From an optimization exercise on the open Yosys and OpenROAD flow, aimed at small area and a short achievable clock period; shortcuts taken in it are not production practice.
Only simulation tests tie the RTL to the original design; equivalence was not proved.

==> flow/design.v (outline; a module is shown in full before it is edited, if it fits) <==
// module cnn: 125 lines
// module mul: 16 lines
// module pp_sel: 5 lines
// module pp_sel_24: 5 lines
// module pp_sel_25: 5 lines
// module csa_fa: 6 lines
// module mant_mul: 1151 lines
// module add: 45 lines
module cnn(clk,rst,data_valid,data,
				data_b,
				data_w,
				result_en,
				result1);
  // ...
==> flow/flow/run.sh <==
#!/bin/bash
# Standard layout (standard.sh), with these changes to how it is made:
# - synthesis runs flow/synth_mix.tcl: the standard flow's synthesis script with the fp
#   adder module mapped by ABC's area script (registers are unchanged);
# - port buffers are buf_2 cells (every input and output port still gets one);
# - the timing repairs (floorplan, CTS, global route) aim for a setup slack
#   close to what the input/output delays allow, instead of the default 0.
# Each ORFS step writes its full log under orfs/logs/; make's own output goes
# to make_finish.log.
set -euo pipefail
bash standard.sh "SYNTH_SCRIPT=$PWD/flow/synth_mix.tcl" SETUP_SLACK_MARGIN=49.7 \
  "BUFFER_PORTS_ARGS=-buffer_cell sky130_fd_sc_hd__buf_2" finish > make_finish.log 2>&1
==> flow/flow/synth_mix.tcl <==
# The standard synthesis script (synth_recipe.tcl), with one change: the
# fp adder module `add` is mapped by ABC's area script, every other module by
# the standard (speed) script. The adder holds no registers, so the registers
# and their names are those of the standard synthesis.
proc synth {args} { yosys synth -nofsm -noshare {*}$args }
set f [open $::env(SCRIPTS_DIR)/synth.tcl]
set src [read $f]
close $f
set old "  log_cmd abc {*}\$abc_args\n"
set new "  log_cmd abc {*}\[lreplace \$abc_args 1 1 \$::env(SCRIPTS_DIR)/abc_area.script\] add\n  log_cmd abc {*}\$abc_args\n"
set n [string first $old $src]
if { $n < 0 } { error "synth_mix.tcl: abc call not found in synth.tcl" }
set src [string replace $src $n [expr { $n + [string length $old] - 1 }] $new]
eval $src
# left out here: clear keep_hierarchy, flatten, clean up, hide names made inside functions, write 1_2_yosys.v
==> flow/standard.sh <==
#!/bin/bash
# synth_recipe.tcl (not shown) runs the flow's synth.tcl, then flattens the netlist and writes it again
# the make line also repeats each setting of config.mk as NAME=value (left out here)
make -C /OpenROAD-flow-scripts/flow DESIGN_CONFIG=/design/flow/config.mk WORK_HOME=/design/flow/orfs CLKGATE_MAP_FILE= SYNTH_SCRIPT=/design/flow/synth_recipe.tcl "${@:-finish}"
==> flow/config.mk <==
export PLATFORM = sky130hd
export DESIGN_NAME = cnn
export DESIGN_NICKNAME = cnn
export VERILOG_FILES = /design/flow/design.v
export SDC_FILE = /design/flow/constraint.sdc
export NUM_CORES = 4
export LEC_CHECK = 0
export CAP_MARGIN = 20
export CELL_PAD_IN_SITES_DETAIL_PLACEMENT = 1
export CELL_PAD_IN_SITES_GLOBAL_PLACEMENT = 1
export CORE_MARGIN = 2
export CORE_UTILIZATION = 35
export CTS_CLUSTER_DIAMETER = 100
export CTS_CLUSTER_SIZE = 25
export PLACE_DENSITY = 0.5
export SLEW_MARGIN = 20
export SYNTH_HIERARCHICAL = 1
export SYNTH_MINIMUM_KEEP_SIZE = 0
==> flow/constraint.sdc <==
create_clock -name core_clock -period 64.0 [get_ports {clk}]
set_input_delay 12.8000 -clock core_clock [delete_from_list [all_inputs] [get_ports {clk}]]
set_output_delay 12.8000 -clock core_clock [all_outputs]
set_load 0.01 [all_outputs]
==> impl_metrics.csv, run 1 <==
group,metric,value,unit
grt,use_met2,47.1,%
status,status,"timing/DRC/antenna clean",
layout,multi_input_comb_cells,19200,
placed_design,dp.cells,33300,
layout,final_common_cell,"nand2_1",
placed_design,port_buffers,387,
grt,met3_usage,8.76,%
route,vias,211000,
timing,hold_viol_final,0,
layout,buffer_area_share,2.50,%
layout,fin_cells,33600,
route,wl_per_cell,31.4,um
clocking,htreeDepth,4,
timing,tns,0,ps
floorplanning,die_x,820,um
layout,final_util,38.7,%
layout,final_area,257000,sq um
worst_hold_path,holdPathEnd,"c2",
grt,gr-total-overflow,0,
worst_setup_path,reg2regPathDepth,37,
floorplanning,start_util,35.1,%
layout,seq_share,27.7,%
worst_hold_path,holdCritPathClass,"reg2reg",
worst_setup_path,cpPeakStageDelay,300,ps
placed_design,place_congestion,0.898,
route,drtIter0Drc,35100,
timing,finalSetupViolCount,0,
worst_setup_path,crit_path_max_fanout,1,
clocking,cts_setup_buffers,0,
worst_setup_path,critPathSlowestCell,"dfxtp_1",
layout,inv_count,1586,
route,ant_nets,0,
route,viasPerCell,6.27,
worst_setup_path,timing.critical_path.from,"en",
placed_design,post-place-ws,49660,ps
worst_setup_path,rr_endpoint,"p_r[5][29]",
layout,nFlopsAndLatches,2638,
==> run 2: changes to the inputs <==
--- a/flow/design.v
+++ b/flow/design.v
@@ -139,16 +139,21 @@
 wire [7:0] e = xe + w[30:23] + 8'd129 + {7'd0, n};
 assign p = z ? 32'd0 : {xs ^ w[31], e, f};
 endmodule
 module pp_sel(s1, s2, s3, a, b, c, rn);
 input s1, s2, s3, a, b, c;
 output rn;
 assign rn = ~((s1 & a) | (s2 & b) | (s3 & c));
 endmodule
+module pp_sel_0(s1, s3, a, c, rn);
+input s1, s3, a, c;
+output rn;
+assign rn = ~((s1 & a) | (s3 & c));
+endmodule
 module pp_sel_24(s2, s3, c, rn);
 input s2, s3, c;
 output rn;
 assign rn = ~(s2 | (s3 & c));
 endmodule
 module pp_sel_25(s3, c, rn);
 input s3, c;
 output rn;
@@ -198,17 +203,17 @@
 wire s9_3 = Wf[19] & Wf[18];
 wire s10_1 = ~Wf[21] & Wf[20];
 wire s10_2 = Wf[21] & ~Wf[20];
 wire s10_3 = Wf[21] & Wf[20];
 wire s11_1 = ~Wf[23] & Wf[22];
 wire s11_2 = Wf[23] & ~Wf[22];
 wire s11_3 = Wf[23] & Wf[22];
 wire r0_0;
-pp_sel ps1(.s1(s0_1), .s2(s0_2), .s3(s0_3), .a(X[0]), .b(1'b0), .c(X3[0]), .rn(r0_0));
+pp_sel_0 ps1(.s1(s0_1), .s3(s0_3), .a(X[0]), .c(X3[0]), .rn(r0_0));
 wire r0_1;
 pp_sel ps2(.s1(s0_1), .s2(s0_2), .s3(s0_3), .a(X[1]), .b(X[0]), .c(X3[1]), .rn(r0_1));
 wire r0_2;
 pp_sel ps3(.s1(s0_1), .s2(s0_2), .s3(s0_3), .a(X[2]), .b(X[1]), .c(X3[2]), .rn(r0_2));
 wire r0_3;
 pp_sel ps4(.s1(s0_1), .s2(s0_2), .s3(s0_3), .a(X[3]), .b(X[2]), .c(X3[3]), .rn(r0_3));
 wire r0_4;
 pp_sel ps5(.s1(s0_1), .s2(s0_2), .s3(s0_3), .a(X[4]), .b(X[3]), .c(X3[4]), .rn(r0_4));
@@ -250,17 +255,17 @@
 pp_sel ps23(.s1(s0_1), .s2(s0_2), .s3(s0_3), .a(X[22]), .b(X[21]), .c(X3[22]), .rn(r0_22));
 wire r0_23;
 pp_sel ps24(.s1(s0_1), .s2(s0_2), .s3(s0_3), .a(1'b1), .b(X[22]), .c(X3[23]), .rn(r0_23));
 wire r0_24;
 pp_sel_24 ps25(.s2(s0_2), .s3(s0_3), .c(X3[24]), .rn(r0_24));
 wire r0_25;
 pp_sel_25 ps26(.s3(s0_3), .c(X3[25]), .rn(r0_25));
 wire r1_0;
-pp_sel ps27(.s1(s1_1), .s2(s1_2), .s3(s1_3), .a(X[0]), .b(1'b0), .c(X3[0]), .rn(r1_0));
+pp_sel_0 ps27(.s1(s1_1), .s3(s1_3), .a(X[0]), .c(X3[0]), .rn(r1_0));
 wire r1_1;
 pp_sel ps28(.s1(s1_1), .s2(s1_2), .s3(s1_3), .a(X[1]), .b(X[0]), .c(X3[1]), .rn(r1_1));
 wire r1_2;
 pp_sel ps29(.s1(s1_1), .s2(s1_2), .s3(s1_3), .a(X[2]), .b(X[1]), .c(X3[2]), .rn(r1_2));
 wire r1_3;
 pp_sel ps30(.s1(s1_1), .s2(s1_2), .s3(s1_3), .a(X[3]), .b(X[2]), .c(X3[3]), .rn(r1_3));
 wire r1_4;
 pp_sel ps31(.s1(s1_1), .s2(s1_2), .s3(s1_3), .a(X[4]), .b(X[3]), .c(X3[4]), .rn(r1_4));
@@ -302,17 +307,17 @@
 pp_sel ps49(.s1(s1_1), .s2(s1_2), .s3(s1_3), .a(X[22]), .b(X[21]), .c(X3[22]), .rn(r1_22));
 wire r1_23;
 pp_sel ps50(.s1(s1_1), .s2(s1_2), .s3(s1_3), .a(1'b1), .b(X[22]), .c(X3[23]), .rn(r1_23));
 wire r1_24;
 pp_sel_24 ps51(.s2(s1_2), .s3(s1_3), .c(X3[24]), .rn(r1_24));
 wire r1_25;
 pp_sel_25 ps52(.s3(s1_3), .c(X3[25]), .rn(r1_25));
 wire r2_0;
-pp_sel ps53(.s1(s2_1), .s2(s2_2), .s3(s2_3), .a(X[0]), .b(1'b0), .c(X3[0]), .rn(r2_0));
+pp_sel_0 ps53(.s1(s2_1), .s3(s2_3), .a(X[0]), .c(X3[0]), .rn(r2_0));
 wire r2_1;
 pp_sel ps54(.s1(s2_1), .s2(s2_2), .s3(s2_3), .a(X[1]), .b(X[0]), .c(X3[1]), .rn(r2_1));
 wire r2_2;
 pp_sel ps55(.s1(s2_1), .s2(s2_2), .s3(s2_3), .a(X[2]), .b(X[1]), .c(X3[2]), .rn(r2_2));
 wire r2_3;
 pp_sel ps56(.s1(s2_1), .s2(s2_2), .s3(s2_3), .a(X[3]), .b(X[2]), .c(X3[3]), .rn(r2_3));
 wire r2_4;
 pp_sel ps57(.s1(s2_1), .s2(s2_2), .s3(s2_3), .a(X[4]), .b(X[3]), .c(X3[4]), .rn(r2_4));
@@ -354,17 +359,17 @@
 pp_sel ps75(.s1(s2_1), .s2(s2_2), .s3(s2_3), .a(X[22]), .b(X[21]), .c(X3[22]), .rn(r2_22));
 wire r2_23;
 pp_sel ps76(.s1(s2_1), .s2(s2_2), .s3(s2_3), .a(1'b1), .b(X[22]), .c(X3[23]), .rn(r2_23));
 wire r2_24;
 pp_sel_24 ps77(.s2(s2_2), .s3(s2_3), .c(X3[24]), .rn(r2_24));
 wire r2_25;
 pp_sel_25 ps78(.s3(s2_3), .c(X3[25]), .rn(r2_25));
 wire r3_0;
-pp_sel ps79(.s1(s3_1), .s2(s3_2), .s3(s3_3), .a(X[0]), .b(1'b0), .c(X3[0]), .rn(r3_0));
+pp_sel_0 ps79(.s1(s3_1), .s3(s3_3), .a(X[0]), .c(X3[0]), .rn(r3_0));
 wire r3_1;
 pp_sel ps80(.s1(s3_1), .s2(s3_2), .s3(s3_3), .a(X[1]), .b(X[0]), .c(X3[1]), .rn(r3_1));
 wire r3_2;
 pp_sel ps81(.s1(s3_1), .s2(s3_2), .s3(s3_3), .a(X[2]), .b(X[1]), .c(X3[2]), .rn(r3_2));
 wire r3_3;
 pp_sel ps82(.s1(s3_1), .s2(s3_2), .s3(s3_3), .a(X[3]), .b(X[2]), .c(X3[3]), .rn(r3_3));
 wire r3_4;
 pp_sel ps83(.s1(s3_1), .s2(s3_2), .s3(s3_3), .a(X[4]), .b(X[3]), .c(X3[4]), .rn(r3_4));
@@ -406,17 +411,17 @@
 pp_sel ps101(.s1(s3_1), .s2(s3_2), .s3(s3_3), .a(X[22]), .b(X[21]), .c(X3[22]), .rn(r3_22));
 wire r3_23;
 pp_sel ps102(.s1(s3_1), .s2(s3_2), .s3(s3_3), .a(1'b1), .b(X[22]), .c(X3[23]), .rn(r3_23));
 wire r3_24;
 pp_sel_24 ps103(.s2(s3_2), .s3(s3_3), .c(X3[24]), .rn(r3_24));
 wire r3_25;
 pp_sel_25 ps104(.s3(s3_3), .c(X3[25]), .rn(r3_25));
 wire r4_0;
-pp_sel ps105(.s1(s4_1), .s2(s4_2), .s3(s4_3), .a(X[0]), .b(1'b0), .c(X3[0]), .rn(r4_0));
+pp_sel_0 ps105(.s1(s4_1), .s3(s4_3), .a(X[0]), .c(X3[0]), .rn(r4_0));
 wire r4_1;
 pp_sel ps106(.s1(s4_1), .s2(s4_2), .s3(s4_3), .a(X[1]), .b(X[0]), .c(X3[1]), .rn(r4_1));
 wire r4_2;
 pp_sel ps107(.s1(s4_1), .s2(s4_2), .s3(s4_3), .a(X[2]), .b(X[1]), .c(X3[2]), .rn(r4_2));
 wire r4_3;
 pp_sel ps108(.s1(s4_1), .s2(s4_2), .s3(s4_3), .a(X[3]), .b(X[2]), .c(X3[3]), .rn(r4_3));
 wire r4_4;
 pp_sel ps109(.s1(s4_1), .s2(s4_2), .s3(s4_3), .a(X[4]), .b(X[3]), .c(X3[4]), .rn(r4_4));
@@ -458,17 +463,17 @@
 pp_sel ps127(.s1(s4_1), .s2(s4_2), .s3(s4_3), .a(X[22]), .b(X[21]), .c(X3[22]), .rn(r4_22));
 wire r4_23;
 pp_sel ps128(.s1(s4_1), .s2(s4_2), .s3(s4_3), .a(1'b1), .b(X[22]), .c(X3[23]), .rn(r4_23));
 wire r4_24;
 pp_sel_24 ps129(.s2(s4_2), .s3(s4_3), .c(X3[24]), .rn(r4_24));
 wire r4_25;
 pp_sel_25 ps130(.s3(s4_3), .c(X3[25]), .rn(r4_25));
 wire r5_0;
-pp_sel ps131(.s1(s5_1), .s2(s5_2), .s3(s5_3), .a(X[0]), .b(1'b0), .c(X3[0]), .rn(r5_0));
+pp_sel_0 ps131(.s1(s5_1), .s3(s5_3), .a(X[0]), .c(X3[0]), .rn(r5_0));
 wire r5_1;
 pp_sel ps132(.s1(s5_1), .s2(s5_2), .s3(s5_3), .a(X[1]), .b(X[0]), .c(X3[1]), .rn(r5_1));
 wire r5_2;
 pp_sel ps133(.s1(s5_1), .s2(s5_2), .s3(s5_3), .a(X[2]), .b(X[1]), .c(X3[2]), .rn(r5_2));
 wire r5_3;
 pp_sel ps134(.s1(s5_1), .s2(s5_2), .s3(s5_3), .a(X[3]), .b(X[2]), .c(X3[3]), .rn(r5_3));
 wire r5_4;
 pp_sel ps135(.s1(s5_1), .s2(s5_2), .s3(s5_3), .a(X[4]), .b(X[3]), .c(X3[4]), .rn(r5_4));
@@ -510,17 +515,17 @@
 pp_sel ps153(.s1(s5_1), .s2(s5_2), .s3(s5_3), .a(X[22]), .b(X[21]), .c(X3[22]), .rn(r5_22));
 wire r5_23;
 pp_sel ps154(.s1(s5_1), .s2(s5_2), .s3(s5_3), .a(1'b1), .b(X[22]), .c(X3[23]), .rn(r5_23));
 wire r5_24;
 pp_sel_24 ps155(.s2(s5_2), .s3(s5_3), .c(X3[24]), .rn(r5_24));
 wire r5_25;
 pp_sel_25 ps156(.s3(s5_3), .c(X3[25]), .rn(r5_25));
 wire r6_0;
-pp_sel ps157(.s1(s6_1), .s2(s6_2), .s3(s6_3), .a(X[0]), .b(1'b0), .c(X3[0]), .rn(r6_0));
+pp_sel_0 ps157(.s1(s6_1), .s3(s6_3), .a(X[0]), .c(X3[0]), .rn(r6_0));
 wire r6_1;
 pp_sel ps158(.s1(s6_1), .s2(s6_2), .s3(s6_3), .a(X[1]), .b(X[0]), .c(X3[1]), .rn(r6_1));
 wire r6_2;
 pp_sel ps159(.s1(s6_1), .s2(s6_2), .s3(s6_3), .a(X[2]), .b(X[1]), .c(X3[2]), .rn(r6_2));
 wire r6_3;
 pp_sel ps160(.s1(s6_1), .s2(s6_2), .s3(s6_3), .a(X[3]), .b(X[2]), .c(X3[3]), .rn(r6_3));
 wire r6_4;
 pp_sel ps161(.s1(s6_1), .s2(s6_2), .s3(s6_3), .a(X[4]), .b(X[3]), .c(X3[4]), .rn(r6_4));
@@ -562,17 +567,17 @@
 pp_sel ps179(.s1(s6_1), .s2(s6_2), .s3(s6_3), .a(X[22]), .b(X[21]), .c(X3[22]), .rn(r6_22));
 wire r6_23;
 pp_sel ps180(.s1(s6_1), .s2(s6_2), .s3(s6_3), .a(1'b1), .b(X[22]), .c(X3[23]), .rn(r6_23));
 wire r6_24;
 pp_sel_24 ps181(.s2(s6_2), .s3(s6_3), .c(X3[24]), .rn(r6_24));
 wire r6_25;
 pp_sel_25 ps182(.s3(s6_3), .c(X3[25]), .rn(r6_25));
 wire r7_0;
-pp_sel ps183(.s1(s7_1), .s2(s7_2), .s3(s7_3), .a(X[0]), .b(1'b0), .c(X3[0]), .rn(r7_0));
+pp_sel_0 ps183(.s1(s7_1), .s3(s7_3), .a(X[0]), .c(X3[0]), .rn(r7_0));
 wire r7_1;
 pp_sel ps184(.s1(s7_1), .s2(s7_2), .s3(s7_3), .a(X[1]), .b(X[0]), .c(X3[1]), .rn(r7_1));
 wire r7_2;
 pp_sel ps185(.s1(s7_1), .s2(s7_2), .s3(s7_3), .a(X[2]), .b(X[1]), .c(X3[2]), .rn(r7_2));
 wire r7_3;
 pp_sel ps186(.s1(s7_1), .s2(s7_2), .s3(s7_3), .a(X[3]), .b(X[2]), .c(X3[3]), .rn(r7_3));
 wire r7_4;
 pp_sel ps187(.s1(s7_1), .s2(s7_2), .s3(s7_3), .a(X[4]), .b(X[3]), .c(X3[4]), .rn(r7_4));
@@ -614,17 +619,17 @@
 pp_sel ps205(.s1(s7_1), .s2(s7_2), .s3(s7_3), .a(X[22]), .b(X[21]), .c(X3[22]), .rn(r7_22));
 wire r7_23;
 pp_sel ps206(.s1(s7_1), .s2(s7_2), .s3(s7_3), .a(1'b1), .b(X[22]), .c(X3[23]), .rn(r7_23));
 wire r7_24;
 pp_sel_24 ps207(.s2(s7_2), .s3(s7_3), .c(X3[24]), .rn(r7_24));
 wire r7_25;
 pp_sel_25 ps208(.s3(s7_3), .c(X3[25]), .rn(r7_25));
 wire r8_0;
-pp_sel ps209(.s1(s8_1), .s2(s8_2), .s3(s8_3), .a(X[0]), .b(1'b0), .c(X3[0]), .rn(r8_0));
+pp_sel_0 ps209(.s1(s8_1), .s3(s8_3), .a(X[0]), .c(X3[0]), .rn(r8_0));
 wire r8_1;
 pp_sel ps210(.s1(s8_1), .s2(s8_2), .s3(s8_3), .a(X[1]), .b(X[0]), .c(X3[1]), .rn(r8_1));
 wire r8_2;
 pp_sel ps211(.s1(s8_1), .s2(s8_2), .s3(s8_3), .a(X[2]), .b(X[1]), .c(X3[2]), .rn(r8_2));
 wire r8_3;
 pp_sel ps212(.s1(s8_1), .s2(s8_2), .s3(s8_3), .a(X[3]), .b(X[2]), .c(X3[3]), .rn(r8_3));
 wire r8_4;
 pp_sel ps213(.s1(s8_1), .s2(s8_2), .s3(s8_3), .a(X[4]), .b(X[3]), .c(X3[4]), .rn(r8_4));
@@ -666,17 +671,17 @@
 pp_sel ps231(.s1(s8_1), .s2(s8_2), .s3(s8_3), .a(X[22]), .b(X[21]), .c(X3[22]), .rn(r8_22));
 wire r8_23;
 pp_sel ps232(.s1(s8_1), .s2(s8_2), .s3(s8_3), .a(1'b1), .b(X[22]), .c(X3[23]), .rn(r8_23));
 wire r8_24;
 pp_sel_24 ps233(.s2(s8_2), .s3(s8_3), .c(X3[24]), .rn(r8_24));
 wire r8_25;
 pp_sel_25 ps234(.s3(s8_3), .c(X3[25]), .rn(r8_25));
 wire r9_0;
-pp_sel ps235(.s1(s9_1), .s2(s9_2), .s3(s9_3), .a(X[0]), .b(1'b0), .c(X3[0]), .rn(r9_0));
+pp_sel_0 ps235(.s1(s9_1), .s3(s9_3), .a(X[0]), .c(X3[0]), .rn(r9_0));
 wire r9_1;
 pp_sel ps236(.s1(s9_1), .s2(s9_2), .s3(s9_3), .a(X[1]), .b(X[0]), .c(X3[1]), .rn(r9_1));
 wire r9_2;
 pp_sel ps237(.s1(s9_1), .s2(s9_2), .s3(s9_3), .a(X[2]), .b(X[1]), .c(X3[2]), .rn(r9_2));
 wire r9_3;
 pp_sel ps238(.s1(s9_1), .s2(s9_2), .s3(s9_3), .a(X[3]), .b(X[2]), .c(X3[3]), .rn(r9_3));
 wire r9_4;
 pp_sel ps239(.s1(s9_1), .s2(s9_2), .s3(s9_3), .a(X[4]), .b(X[3]), .c(X3[4]), .rn(r9_4));
@@ -718,17 +723,17 @@
 pp_sel ps257(.s1(s9_1), .s2(s9_2), .s3(s9_3), .a(X[22]), .b(X[21]), .c(X3[22]), .rn(r9_22));
 wire r9_23;
 pp_sel ps258(.s1(s9_1), .s2(s9_2), .s3(s9_3), .a(1'b1), .b(X[22]), .c(X3[23]), .rn(r9_23));
 wire r9_24;
 pp_sel_24 ps259(.s2(s9_2), .s3(s9_3), .c(X3[24]), .rn(r9_24));
 wire r9_25;
 pp_sel_25 ps260(.s3(s9_3), .c(X3[25]), .rn(r9_25));
 wire r10_0;
-pp_sel ps261(.s1(s10_1), .s2(s10_2), .s3(s10_3), .a(X[0]), .b(1'b0), .c(X3[0]), .rn(r10_0));
+pp_sel_0 ps261(.s1(s10_1), .s3(s10_3), .a(X[0]), .c(X3[0]), .rn(r10_0));
 wire r10_1;
 pp_sel ps262(.s1(s10_1), .s2(s10_2), .s3(s10_3), .a(X[1]), .b(X[0]), .c(X3[1]), .rn(r10_1));
 wire r10_2;
 pp_sel ps263(.s1(s10_1), .s2(s10_2), .s3(s10_3), .a(X[2]), .b(X[1]), .c(X3[2]), .rn(r10_2));
 wire r10_3;
 pp_sel ps264(.s1(s10_1), .s2(s10_2), .s3(s10_3), .a(X[3]), .b(X[2]), .c(X3[3]), .rn(r10_3));
 wire r10_4;
 pp_sel ps265(.s1(s10_1), .s2(s10_2), .s3(s10_3), .a(X[4]), .b(X[3]), .c(X3[4]), .rn(r10_4));
@@ -770,17 +775,17 @@
 pp_sel ps283(.s1(s10_1), .s2(s10_2), .s3(s10_3), .a(X[22]), .b(X[21]), .c(X3[22]), .rn(r10_22));
 wire r10_23;
 pp_sel ps284(.s1(s10_1), .s2(s10_2), .s3(s10_3), .a(1'b1), .b(X[22]), .c(X3[23]), .rn(r10_23));
 wire r10_24;
 pp_sel_24 ps285(.s2(s10_2), .s3(s10_3), .c(X3[24]), .rn(r10_24));
 wire r10_25;
 pp_sel_25 ps286(.s3(s10_3), .c(X3[25]), .rn(r10_25));
 wire r11_0;
-pp_sel ps287(.s1(s11_1), .s2(s11_2), .s3(s11_3), .a(X[0]), .b(1'b0), .c(X3[0]), .rn(r11_0));
+pp_sel_0 ps287(.s1(s11_1), .s3(s11_3), .a(X[0]), .c(X3[0]), .rn(r11_0));
 wire r11_1;
 pp_sel ps288(.s1(s11_1), .s2(s11_2), .s3(s11_3), .a(X[1]), .b(X[0]), .c(X3[1]), .rn(r11_1));
 wire r11_2;
 pp_sel ps289(.s1(s11_1), .s2(s11_2), .s3(s11_3), .a(X[2]), .b(X[1]), .c(X3[2]), .rn(r11_2));
 wire r11_3;
 pp_sel ps290(.s1(s11_1), .s2(s11_2), .s3(s11_3), .a(X[3]), .b(X[2]), .c(X3[3]), .rn(r11_3));
 wire r11_4;
 pp_sel ps291(.s1(s11_1), .s2(s11_2), .s3(s11_3), .a(X[4]), .b(X[3]), .c(X3[4]), .rn(r11_4));
@@ -1303,18 +1308,198 @@
 wire t787s, t787c;
 csa_fa f788(.a(t705c), .b(t707s), .c(r11_21), .s(t787s), .co(t787c));
 wire t789s, t789c;
 csa_fa f790(.a(t707c), .b(r10_24), .c(r11_22), .s(t789s), .co(t789c));
 wire t791s, t791c;
 csa_fa f792(.a(r10_25), .b(r11_23), .c(1'b1), .s(t791s), .co(t791c));
 wire [47:0] an = {r11_25, t791c, t789c, t787c, t785c, t783c, t781c, t779c, t777c, t775c, t773c, t771c, t769c, t767c, t765c, t763c, t761c, t759c, t757c, t755c, t753c, t751c, t749c, t747c, t745c, t743c, t741c, t739c, t737c, t735c, t733c, t731c, t729c, t727c, t725c, t723c, t721c, t719c, t717c, t715c, t713c, t711c, t709c, t709s, r0_3, r0_2, r0_1, r0_0};
 wire [47:0] bn = {1'b1, r11_24, t791s, t789s, t787s, t785s, t783s, t781s, t779s, t777s, t775s, t773s, t771s, t769s, t767s, t765s, t763s, t761s, t759s, t757s, t755s, t753s, t751s, t749s, t747s, t745s, t743s, t741s, t739s, t737s, t735s, t733s, t731s, t729s, t727s, t725s, t723s, t721s, t719s, t717s, t715s, t713s, t711s, r2_0, r1_1, r1_0, 1'b1, 1'b1};
-wire [47:0] sn = an + bn + 48'd1;
-assign P = ~sn[47:23];
+wire [47:0] pp = an ^ bn;
+wire [47:0] gg = an & bn;
+wire cg0 = gg[0] | (pp[0] & 1'b1);
+wire cp0 = pp[0] & 1'b0;
+wire cg1 = gg[2] | (pp[2] & gg[1]);
+wire cp1 = pp[2] & pp[1];
+wire cg2 = gg[4] | (pp[4] & gg[3]);
+wire cp2 = pp[4] & pp[3];
+wire cg3 = gg[6] | (pp[6] & gg[5]);
+wire cp3 = pp[6] & pp[5];
+wire cg4 = gg[8] | (pp[8] & gg[7]);
+wire cp4 = pp[8] & pp[7];
+wire cg5 = gg[10] | (pp[10] & gg[9]);
+wire cp5 = pp[10] & pp[9];
+wire cg6 = gg[12] | (pp[12] & gg[11]);
+wire cp6 = pp[12] & pp[11];
+wire cg7 = gg[14] | (pp[14] & gg[13]);
+wire cp7 = pp[14] & pp[13];
+wire cg8 = gg[16] | (pp[16] & gg[15]);
+wire cp8 = pp[16] & pp[15];
+wire cg9 = gg[18] | (pp[18] & gg[17]);
+wire cp9 = pp[18] & pp[17];
+wire cg10 = gg[20] | (pp[20] & gg[19]);
+wire cp10 = pp[20] & pp[19];
+wire cg11 = gg[22] | (pp[22] & gg[21]);
+wire cp11 = pp[22] & pp[21];
+wire cg12 = gg[24] | (pp[24] & gg[23]);
+wire cp12 = pp[24] & pp[23];
+wire cg13 = gg[26] | (pp[26] & gg[25]);
+wire cp13 = pp[26] & pp[25];
+wire cg14 = gg[28] | (pp[28] & gg[27]);
+wire cp14 = pp[28] & pp[27];
+wire cg15 = gg[30] | (pp[30] & gg[29]);
+wire cp15 = pp[30] & pp[29];
+wire cg16 = gg[32] | (pp[32] & gg[31]);
+wire cp16 = pp[32] & pp[31];
+wire cg17 = gg[34] | (pp[34] & gg[33]);
+wire cp17 = pp[34] & pp[33];
+wire cg18 = gg[36] | (pp[36] & gg[35]);
+wire cp18 = pp[36] & pp[35];
+wire cg19 = gg[38] | (pp[38] & gg[37]);
+wire cp19 = pp[38] & pp[37];
+wire cg20 = gg[40] | (pp[40] & gg[39]);
+wire cp20 = pp[40] & pp[39];
+wire cg21 = gg[42] | (pp[42] & gg[41]);
+wire cp21 = pp[42] & pp[41];
+wire cg22 = gg[44] | (pp[44] & gg[43]);
+wire cp22 = pp[44] & pp[43];
+wire cg23 = gg[46] | (pp[46] & gg[45]);
+wire cp23 = pp[46] & pp[45];
+wire cg24 = cg1 | (cp1 & cg0);
+wire cp24 = cp1 & cp0;
+wire cg25 = cg3 | (cp3 & cg2);
+wire cp25 = cp3 & cp2;
+wire cg26 = cg5 | (cp5 & cg4);
+wire cp26 = cp5 & cp4;
+wire cg27 = cg7 | (cp7 & cg6);
+wire cp27 = cp7 & cp6;
+wire cg28 = cg9 | (cp9 & cg8);
+wire cp28 = cp9 & cp8;
+wire cg29 = cg11 | (cp11 & cg10);
+wire cp29 = cp11 & cp10;
+wire cg30 = cg13 | (cp13 & cg12);
+wire cp30 = cp13 & cp12;
+wire cg31 = cg15 | (cp15 & cg14);
+wire cp31 = cp15 & cp14;
+wire cg32 = cg17 | (cp17 & cg16);
+wire cp32 = cp17 & cp16;
+wire cg33 = cg19 | (cp19 & cg18);
+wire cp33 = cp19 & cp18;
+wire cg34 = cg21 | (cp21 & cg20);
+wire cp34 = cp21 & cp20;
+wire cg35 = cg23 | (cp23 & cg22);
+wire cp35 = cp23 & cp22;
+wire cg36 = cg25 | (cp25 & cg24);
+wire cp36 = cp25 & cp24;
+wire cg37 = cg27 | (cp27 & cg26);
+wire cp37 = cp27 & cp26;
+wire cg38 = cg29 | (cp29 & cg28);
+wire cp38 = cp29 & cp28;
+wire cg39 = cg31 | (cp31 & cg30);
+wire cp39 = cp31 & cp30;
+wire cg40 = cg33 | (cp33 & cg32);
+wire cp40 = cp33 & cp32;
+wire cg41 = cg35 | (cp35 & cg34);
+wire cp41 = cp35 & cp34;
+wire cg42 = cg37 | (cp37 & cg36);
+wire cp42 = cp37 & cp36;
+wire cg43 = cg39 | (cp39 & cg38);
+wire cp43 = cp39 & cp38;
+wire cg44 = cg41 | (cp41 & cg40);
+wire cp44 = cp41 & cp40;
+wire cg45 = cg43 | (cp43 & cg42);
+wire cp45 = cp43 & cp42;
+wire cg46 = cg44 | (cp44 & cg45);
+wire cp46 = cp44 & cp45;
+wire cg47 = cg38 | (cp38 & cg42);
+wire cp47 = cp38 & cp42;
+wire cg48 = cg40 | (cp40 & cg45);
+wire cp48 = cp40 & cp45;
+wire cg49 = cg26 | (cp26 & cg36);
+wire cp49 = cp26 & cp36;
+wire cg50 = cg28 | (cp28 & cg42);
+wire cp50 = cp28 & cp42;
+wire cg51 = cg30 | (cp30 & cg47);
+wire cp51 = cp30 & cp47;
+wire cg52 = cg32 | (cp32 & cg45);
+wire cp52 = cp32 & cp45;
+wire cg53 = cg34 | (cp34 & cg48);
+wire cp53 = cp34 & cp48;
+wire cg54 = cg2 | (cp2 & cg24);
+wire cp54 = cp2 & cp24;
+wire cg55 = cg4 | (cp4 & cg36);
+wire cp55 = cp4 & cp36;
+wire cg56 = cg6 | (cp6 & cg49);
+wire cp56 = cp6 & cp49;
+wire cg57 = cg8 | (cp8 & cg42);
+wire cp57 = cp8 & cp42;
+wire cg58 = cg10 | (cp10 & cg50);
+wire cp58 = cp10 & cp50;
+wire cg59 = cg12 | (cp12 & cg47);
+wire cp59 = cp12 & cp47;
+wire cg60 = cg14 | (cp14 & cg51);
+wire cp60 = cp14 & cp51;
+wire cg61 = cg16 | (cp16 & cg45);
+wire cp61 = cp16 & cp45;
+wire cg62 = cg18 | (cp18 & cg52);
+wire cp62 = cp18 & cp52;
+wire cg63 = cg20 | (cp20 & cg48);
+wire cp63 = cp20 & cp48;
+wire cg64 = cg22 | (cp22 & cg53);
+wire cp64 = cp22 & cp53;
+wire cg65 = gg[1] | (pp[1] & cg0);
+wire cp65 = pp[1] & cp0;
+wire cg66 = gg[3] | (pp[3] & cg24);
+wire cp66 = pp[3] & cp24;
+wire cg67 = gg[5] | (pp[5] & cg54);
+wire cp67 = pp[5] & cp54;
+wire cg68 = gg[7] | (pp[7] & cg36);
+wire cp68 = pp[7] & cp36;
+wire cg69 = gg[9] | (pp[9] & cg55);
+wire cp69 = pp[9] & cp55;
+wire cg70 = gg[11] | (pp[11] & cg49);
+wire cp70 = pp[11] & cp49;
+wire cg71 = gg[13] | (pp[13] & cg56);
+wire cp71 = pp[13] & cp56;
+wire cg72 = gg[15] | (pp[15] & cg42);
+wire cp72 = pp[15] & cp42;
+wire cg73 = gg[17] | (pp[17] & cg57);
+wire cp73 = pp[17] & cp57;
+wire cg74 = gg[19] | (pp[19] & cg50);
+wire cp74 = pp[19] & cp50;
+wire cg75 = gg[21] | (pp[21] & cg58);
+wire cp75 = pp[21] & cp58;
+wire cg76 = gg[23] | (pp[23] & cg47);
+wire cp76 = pp[23] & cp47;
+wire cg77 = gg[25] | (pp[25] & cg59);
+wire cp77 = pp[25] & cp59;
+wire cg78 = gg[27] | (pp[27] & cg51);
+wire cp78 = pp[27] & cp51;
+wire cg79 = gg[29] | (pp[29] & cg60);
+wire cp79 = pp[29] & cp60;
+wire cg80 = gg[31] | (pp[31] & cg45);
+wire cp80 = pp[31] & cp45;
+wire cg81 = gg[33] | (pp[33] & cg61);
+wire cp81 = pp[33] & cp61;
+wire cg82 = gg[35] | (pp[35] & cg52);
+wire cp82 = pp[35] & cp52;
+wire cg83 = gg[37] | (pp[37] & cg62);
+wire cp83 = pp[37] & cp62;
+wire cg84 = gg[39] | (pp[39] & cg48);
+wire cp84 = pp[39] & cp48;
+wire cg85 = gg[41] | (pp[41] & cg63);
+wire cp85 = pp[41] & cp63;
+wire cg86 = gg[43] | (pp[43] & cg53);
+wire cp86 = pp[43] & cp53;
+wire cg87 = gg[45] | (pp[45] & cg64);
+wire cp87 = pp[45] & cp64;
+wire cg88 = gg[47] | (pp[47] & cg46);
+wire cp88 = pp[47] & cp46;
+wire [24:0] sn = {pp[47] ^ cg46, pp[46] ^ cg87, pp[45] ^ cg64, pp[44] ^ cg86, pp[43] ^ cg53, pp[42] ^ cg85, pp[41] ^ cg63, pp[40] ^ cg84, pp[39] ^ cg48, pp[38] ^ cg83, pp[37] ^ cg62, pp[36] ^ cg82, pp[35] ^ cg52, pp[34] ^ cg81, pp[33] ^ cg61, pp[32] ^ cg80, pp[31] ^ cg45, pp[30] ^ cg79, pp[29] ^ cg60, pp[28] ^ cg78, pp[27] ^ cg51, pp[26] ^ cg77, pp[25] ^ cg59, pp[24] ^ cg76, pp[23] ^ cg47};
+assign P = ~sn;
 endmodule
 module add(a, b, ab);
 input  [31:0] a;
 input  [31:0] b;
 output [31:0] ab;
 wire sa = a[31], sb = b[31];
 wire sub = sa ^ sb;
 wire gt = a[30:0] > b[30:0];
==> run 2 against run 1 <==
Critical path depth unchanged; register-to-register slack got worse by 70 ps; worst setup slack improved by 4.5 ps; core utilization increased by 0.067 points; wire length decreased by 5.3%; final area decreased by 2.5%; synthesized cell count decreased by 5.6%; die area decreased by 2.6%; worst hold slack improved by 2.8 ps.
==> impl_metrics.csv, run 2 <==
group,metric,value,unit
clocking,cts_resized,0,
route,drtIter0Drc,31900,
worst_setup_path,worstReg2RegStart,"x_r[3]",
worst_hold_path,holdCritPathClass,"reg2reg",
placed_design,hpwl,687000,um
synth,avgSynthCellArea,10.3,sq um
route,viasPerCell,6.20,
worst_setup_path,reg2regPathDepth,29,
timing,holdWs,335,ps
worst_setup_path,cpPeakStageDelay,330,ps
clocking,cts_tree,"yes",
worst_setup_path,critPathLaunchType,"flop",
timing,period_needed,14200,ps
worst_setup_path,cp-end-kind,"output port",
clocking,htreeDepth,4,
worst_setup_path,path_cells,"buf_2",
layout,final_common_cell,"nand2_1",
clocking,clockBufferDepth,4,
timing,fin_crit_sh,22.2,%
layout,fin_cells,32000,
grt,gr-total-overflow,0,
clocking,cts.sinks,2638,
route,vias,198000,
route,drc,0,
floorplanning,die_area,655000,sq um
floorplanning,start_util,35.1,%
worst_setup_path,crit_family,"flip-flops",
placed_design,port_buffers,387,
worst_setup_path,crit_path_max_fanout,1,
synth,syn-cell-area,227000,sq um
worst_hold_path,min-delay-start,"r3",
floorplanning,num_io_pins,388,
clocking,root_buffer,"clkbuf_16",
timing,finalSetupViolCount,0,
route,routed_wirelength,999000,um
clocking,cts_buffers,155,
grt,grt_pass1_vias,207000,
run,maxCapViolCount,0,
worst_hold_path,holdPathEnd,"r4",
worst_setup_path,crit_arrival,1400,ps
route,ant_nets,0,
layout,final_nets,26900,
floorplanning,core-area,646000,sq um
route,wl_per_cell,31.3,um
floorplanning,die_h,809,um
synth,synthCells,22100,
layout,drive_gt1_share,11.2,%
worst_setup_path,r2r_slack,50860,ps
layout,reg_top3,"d0 (832), d1 (832)",
timing,finClkSkew,45.7,ps
timing,slew_violations,0,
status,status,"timing/DRC/antenna clean",
worst_setup_path,critPathBufInv,1,
layout,final_util,38.8,%
synth,ys.warnings.count,14,
clocking,cts_setup_buffers,0,
grt,antenna_found_initial,36,
layout,final_cell_mix,"3686 x nand2_1, 2475 x a222oi_1, 2190 x fa_1, 1817 x edfxtp_1, 1688 x nand3_1",
grt,grt_pass1_wl,1450000,um
timing,rsz0062_at_grt,"no",
timing,tns,0,ps
layout,area_delta_synth_final,10.4,%
worst_setup_path,worstPathRequired,51200,ps
timing,tightest_slew,1210,ps
grt,grtUsageTotal,29.5,%
timing,max_freq,70.4,MHz
route,first_pass_iters,15,
placed_design,place_congestion,0.878,
worst_setup_path,rr_endpoint,"p_r[5][25]",
worst_hold_path,whs_path_depth,0,
floorplanning,die_x,809,um
clocking,clock_latency,960,ps
floorplanning,num_rows,295,
timing,relSlewSlack,18.4,%
placed_design,dp.cells,31700,
timing,hold_viol_final,0,
worst_setup_path,worstSetupPathType,"reg2out",
clocking,clk_pin_slew,90,ps
worst_setup_path,critPathSlowestCell,"dfxtp_1",
grt,grt_start_max_net_pins,195,
run 2: through the flow:
step / setup WS, ps / cell area, sq um
finish: 49800 / 250000
detailed placement: 49640 / 245000
global placement: 49670 / 245000
global route: 49710 / 250000
floorplan: 48630 / 230000
CTS: 49690 / 250000
run 2: cell type report:
cell class	instances	area (sq um)
tap	8613	10800
clock buffer	216	4240
multi-input combinational	17800	150000
sequential	2638	71100
inverter	1666	6250
fill	72000	395000
timing repair buffer	984	6620
clock inverter	57	970
antenna	19	47.5
run 2: repair_timing:
| item | 4_1_cts | 5_1_grt |
|---|---|---|
| hold buffers | 0 | 0 |
| endpoints found under the setup margin | 3 | 0 |
| endpoints found under the hold margin | 0 | 0 |
run 2: worst max path at each step:
stage	startpoint	end	slack, ps	cells past startpoint
finish	res_r[23]	result1[23]	49800	1
global route	res_r[23]	result1[23]	49710	1
CTS	res_r[23]	result1[23]	49690	1
detailed placement	data_valid	row[2]	49640	6
global placement	data_valid	row[4]	49670	6
floorplan	x_r[0]	p_r[1][12]	48630	30
run 2: routing by layer:
metal / wire length [um] / part of all wire (%) / vias up / GRT usage [%]
li1: - / - / 85500 / -
met1: 413000 / 41 / 100000 / 39.3
met2: 451000 / 45 / 10300 / 47.1
met3: 101000 / 10 / 1830 / 7.35
met4: 33900 / 3.4 / 18 / 9.17
met5: 293 / 0.029 / - / 0.183

re-timing with driven ports:
No port has a modelled driver above. Below, the same layouts with a new extraction and two added sets of constraints. Step 1, drivers: a clkbuf_16 drives clk and a buf_2 each remaining input, both assumed. Step 2, shift: input delay + t, output delay - t, t = (earliest + latest rising clock arrival at the registers) / 2. This alone moves slack from input paths to output paths. a / b / c = no drivers / after step 1 / after step 2; a / b = the first two.
| run | t, ns | setup WS [ns] | worst data-port slew with drivers (ns) |
|---|---|---|---|
| run 1 | 1.075 | 49.791 / 49.654 / 49.689 | 0.06 |
| run 2 | 1.083 | 49.795 / 49.655 / 49.658 | 0.06 |
After both steps every run listed still meets setup and hold. For run 2, which loses most, drivers alone change the setup slack by -0.140 ns; drivers and shift together by -0.137 ns.
